What follows belongs to an exercise in optimizing a design on an open flow for small area; a production flow would make more cautious choices. In this exercise RTL edits were held to simulation tests only and were not proved equivalent to the original. No activity file was given, so power comes from the tool's default toggle rates.

## P
// LCDDisplay
module LCDDisplay(Clk, Rst, Cheat, Slow, Wait, ReactionTime, LCDUpdate, LCDAck, LCD_Data, LCD_E, LCD_RS, LCD_RW);
   input Clk, Rst;
   input Cheat, Slow, Wait;
   input [9:0] ReactionTime;
   input LCDUpdate;
   output reg LCDAck;
   output [11:8] LCD_Data;
   output LCD_E, LCD_RS, LCD_RW;
   localparam M_Init = 2'd0, M_Cheat = 2'd1, M_Slow = 2'd2, M_Wait = 2'd3;
   localparam S_Wait = 3'd0,
              S_LCDAck = 3'd1,
              S_Init = 3'd2,
              S_Reaction = {1'b1, M_Init},
              S_Cheat = {1'b1, M_Cheat},
              S_Slow = {1'b1, M_Slow},
              S_WaitString = {1'b1, M_Wait};
   reg [2:0] State;
   reg DispReact;
   reg [9:0] DispTime;
   wire GO = (State == S_LCDAck) | LCDAck;
   LcdInterface LcdInterface_0 (Rst, Clk, GO, DispReact, DispTime, LCD_Data, LCD_E, LCD_RS, LCD_RW);
   always @(posedge Clk) begin
      if (Rst) begin
         State <= S_Init;
         LCDAck <= 0;
      end
      else begin
         LCDAck <= (State == S_LCDAck);
         case (State)
            S_Wait: begin
               if (LCDUpdate) begin
                  if (Cheat) State <= S_Cheat;
  ...
Settings: LEC_CHECK=0, CAP_MARGIN=20, CORE_MARGIN=2, CORE_UTILIZATION=40, SLEW_MARGIN=20; clock period 10.0 ns.
standard.sh (not shown) runs the stock make flow with config.mk's settings and CLKGATE_MAP_FILE= SYNTH_SCRIPT=/design/flow/synth_recipe.tcl, a recipe that flattens the netlist after the stock synthesis.
==> flow/flow/run.sh <==
#!/bin/bash
# Layout flow: the standard ORFS flow (standard.sh), with four changes
# that only affect which cells make up the layout:
#  - synthesis maps the logic with an area-oriented ABC script (abc_area.script
#    here) instead of ORFS's delay-oriented one with up-sizing;
#  - Yosys's full/half-adder extraction is skipped (ADDER_MAP_FILE empty), so
#    ABC sees the counters as plain logic;
#  - the port buffers are the smallest buffer, sky130_fd_sc_hd__buf_1;
#  - clock tree synthesis uses sky130_fd_sc_hd__clkbuf_8 and adds no dummy
#    loads.
# Everything else (synthesis script, floorplan, power grid, tap cells,
# placement, CTS, routing) is ORFS's, run through standard.sh.
set -euo pipefail
W=$PWD
rm -rf "$W/scripts"
cp -r "$FLOW_HOME/scripts" "$W/scripts"
cp "$W/flow/abc_area.script" "$W/scripts/abc_area.script"
bash standard.sh SCRIPTS_DIR="$W/scripts" ABC_AREA=1 ADDER_MAP_FILE= \
  "BUFFER_PORTS_ARGS=-buffer_cell sky130_fd_sc_hd__buf_1" \
  "CTS_ARGS=-sink_clustering_enable -repair_clock_nets -dont_use_dummy_load -buf_list sky130_fd_sc_hd__clkbuf_8 -sink_clustering_size 40 -sink_clustering_max_diameter 1000 -sink_buffer_max_cap_derate 1.0" finish > "$W/flow.log" 2>&1
==> flow/flow/abc_area.script <==
strash
dc2
dch -f
map -a
topo
P reached the end of the flow, and the finished layout is clean on the timing, design-rule and antenna checks.
[inputs] Q vs P
==> flow/flow/run.sh <==
#!/bin/bash
# Layout flow: the standard ORFS flow (standard.sh), with these changes,
# which only affect which cells make up the layout:
#  - synthesis maps the logic with an area-oriented ABC script (abc_area.script
#    here: deep AIG optimisation, then area mapping) instead of ORFS's
#    delay-oriented one with up-sizing. The synthesis is run three times, with
#    three random seeds for the AIG optimisation, each in its own ORFS work
#    folder (orfs_<seed>); the run with the smallest cell area is kept and the
#    layout continues from it in orfs/;
#  - Yosys's full/half-adder extraction is skipped (ADDER_MAP_FILE empty), so
#    ABC sees the counters as plain logic;
#  - the port buffers are the smallest buffer, sky130_fd_sc_hd__buf_1;
#  - clock tree synthesis uses sky130_fd_sc_hd__clkbuf_8 and adds no dummy
#    loads.
# Everything else (synthesis script, floorplan, power grid, tap cells,
# placement, routing) is ORFS's, run through standard.sh.
set -euo pipefail
W=$PWD
SEEDS="1 2 3"
for s in $SEEDS; do
  rm -rf "$W/scripts_$s" "$W/orfs_$s"
  cp -r "$FLOW_HOME/scripts" "$W/scripts_$s"
  sed "s/@SEED@/$s/" "$W/flow/abc_area.script" > "$W/scripts_$s/abc_area.script"
done
pids=""
for s in $SEEDS; do
  bash standard.sh WORK_HOME="$W/orfs_$s" SCRIPTS_DIR="$W/scripts_$s" ABC_AREA=1 \
    ADDER_MAP_FILE= synth > "$W/synth_$s.log" 2>&1 &
  pids="$pids $!"
done
for p in $pids; do wait "$p"; done
best=""
best_area=""
for s in $SEEDS; do
  a=$(grep "Chip area for module" "$W/orfs_$s/reports/sky130hd/LCDDisplay/base/synth_stat.txt" | awk '{print $NF}')
  echo "seed $s: synthesis cell area $a" | tee -a "$W/seeds.log"
  if [[ -z "$best" ]] || awk -v a="$a" -v b="$best_area" 'BEGIN { exit !(a < b) }'; then
    best=$s
    best_area=$a
  fi
done
echo "kept seed $best" | tee -a "$W/seeds.log"
rm -rf "$W/orfs"
cp -a "$W/orfs_$best" "$W/orfs"
bash standard.sh SCRIPTS_DIR="$W/scripts_$best" ABC_AREA=1 ADDER_MAP_FILE= \
  "BUFFER_PORTS_ARGS=-buffer_cell sky130_fd_sc_hd__buf_1" \
  "CTS_ARGS=-sink_clustering_enable -repair_clock_nets -dont_use_dummy_load -buf_list sky130_fd_sc_hd__clkbuf_8 -sink_clustering_size 50 -sink_clustering_max_diameter 500" \
  finish > "$W/flow.log" 2>&1
==> flow/flow/abc_area.script <==
strash
&get -n
&deepsyn -T 240 -S @SEED@
&put
dch -f
map -a
topo
- Looking at cell count after synthesis, Q sits below P.
- In Q relative to P, cell row count had gone down by a few percent.
- Global-route wire length before repair delta (Q − P): favourable
- What P reported for multi-input combinational cell count has to be multiplied by 0.891 to get the figure for Q.
- Q ended with less detailed-placement wirelength estimate than P.
- Q against P; largest vdd supply drop is down by more than 10%.
- Q — clock group share of total power 2.8 points lower, P as reference
- Q ends up with a total power that is 1.3% higher than in P.
- Summary of Q over P: total core area now smaller, floorplan die area now sits lower.
Input-level comparison between R and Q:
==> flow/flow/run.sh <==
#!/bin/bash
# Layout flow: the standard ORFS flow (standard.sh), with four changes
# that only affect which cells make up the layout:
#  - synthesis maps the logic with an area-oriented ABC script (abc_area.script
#    here) instead of ORFS's delay-oriented one with up-sizing;
#  - Yosys's full/half-adder extraction is skipped (ADDER_MAP_FILE empty), so
#    ABC sees the counters as plain logic;
#  - the port buffers are the smallest buffer, sky130_fd_sc_hd__buf_1;
#  - clock tree synthesis uses sky130_fd_sc_hd__clkbuf_8 and adds no dummy
#    loads.
# Everything else (synthesis script, floorplan, power grid, tap cells,
# placement, CTS, routing) is ORFS's, run through standard.sh.
set -euo pipefail
W=$PWD
rm -rf "$W/scripts"
cp -r "$FLOW_HOME/scripts" "$W/scripts"
cp "$W/flow/abc_area.script" "$W/scripts/abc_area.script"
bash standard.sh SCRIPTS_DIR="$W/scripts" ABC_AREA=1 ADDER_MAP_FILE= \
  "BUFFER_PORTS_ARGS=-buffer_cell sky130_fd_sc_hd__buf_1" \
  "CTS_ARGS=-sink_clustering_enable -repair_clock_nets -dont_use_dummy_load -buf_list sky130_fd_sc_hd__clkbuf_8 -sink_clustering_size 40 -sink_clustering_max_diameter 1000 -sink_clustering_levels 1 -sink_clustering_buffer sky130_fd_sc_hd__clkbuf_16 -root_buf sky130_fd_sc_hd__clkbuf_16" finish > "$W/flow.log" 2>&1
==> flow/flow/abc_area.script <==
strash
dc2
dch -f
map -a
topo
Notes after the runs:
Changes observed in R relative to Q: global-route wire length before repair increased by 20% relative to the old numbers; proportion of cell area occupied by registers shrank by 3.1 points; leakage power figure now larger. Relative to Q, buffer share of cell area has decreased by 0.31 points in R. R | status: complete | timing, DRC, antenna: pass. Delta(tightest slew margin relative to the limit, R - Q) < 0. Re design area: R is 230 sq um up on Q. Going from Q to R, the die area was enlarged. Multi-input combinational gate total ended up 12% higher on R than on Q. Compared to Q, the routing of R uses more wire.
#### Input delta (S over R)
-- flow/flow/run.sh --
<<< R, line 19
  "BUFFER_PORTS_ARGS=-buffer_cell sky130_fd_sc_hd__buf_1" \
  "CTS_ARGS=-sink_clustering_enable -repair_clock_nets -dont_use_dummy_load -buf_list sky130_fd_sc_hd__clkbuf_8 -sink_clustering_size 40 -sink_clustering_max_diameter 1000 -sink_clustering_levels 1 -sink_clustering_buffer sky130_fd_sc_hd__clkbuf_16 -root_buf sky130_fd_sc_hd__clkbuf_16" finish > "$W/flow.log" 2>&1
>>> S, line 19
  "BUFFER_PORTS_ARGS=-buffer_cell sky130_fd_sc_hd__buf_1" \
  "CTS_ARGS=-repair_clock_nets -dont_use_dummy_load -buf_list sky130_fd_sc_hd__clkbuf_8" finish > "$W/flow.log" 2>&1
## What came out
- Having completed the whole flow, S delivered a layout that passed the timing, design-rule and antenna checks.
- Number of input and output port buffers inserted: R vs S — no meaningful difference
- Re clock buffer count: no difference whatsoever between S and R.
- Comparing via count for R and S, the smaller number came from S.
- Summary: with R as the reference, wire length in S moved down slightly.
- [compare] base=R new=S: overall power of the completed layout saw a decrease, maximum clock rate -about 0.8%, clock network fraction of design power shows a reduction of 9.5 points, time the final worst path needs with I/O delays and setup now larger.

==> re-timing with driven ports <==
The flow's constraints put no driver on any port. The routed layouts listed below were extracted and timed again, unchanged, in two steps. Step 1 sets driving cells, clkbuf_16 on the clock port and buf_2 on the other inputs (assumed; they add their load-dependent delay and slew). Step 2, shift: input delay + t, output delay - t, t = (earliest + latest rising clock arrival at the registers) / 2. This alone moves slack from input paths to output paths. a / b / c = no drivers / after step 1 / after step 2; a / b = the first two.
| run | shift t [ns] | setup slack, ns | hold slack, ns |
|---|---|---|---|
| P | 0.309 | 4.903 / 4.876 / 5.185 | 0.456 / 0.456 / 0.456 |
| Q | 0.300 | 4.822 / 4.798 / 5.098 | 0.435 / 0.435 / 0.435 |
| R | 0.311 | 4.944 / 4.909 / 5.220 | 0.452 / 0.452 / 0.452 |
| S | 0.309 | 4.903 / 4.876 / 5.185 | 0.456 / 0.456 / 0.456 |
After both steps every run listed still meets setup and hold.
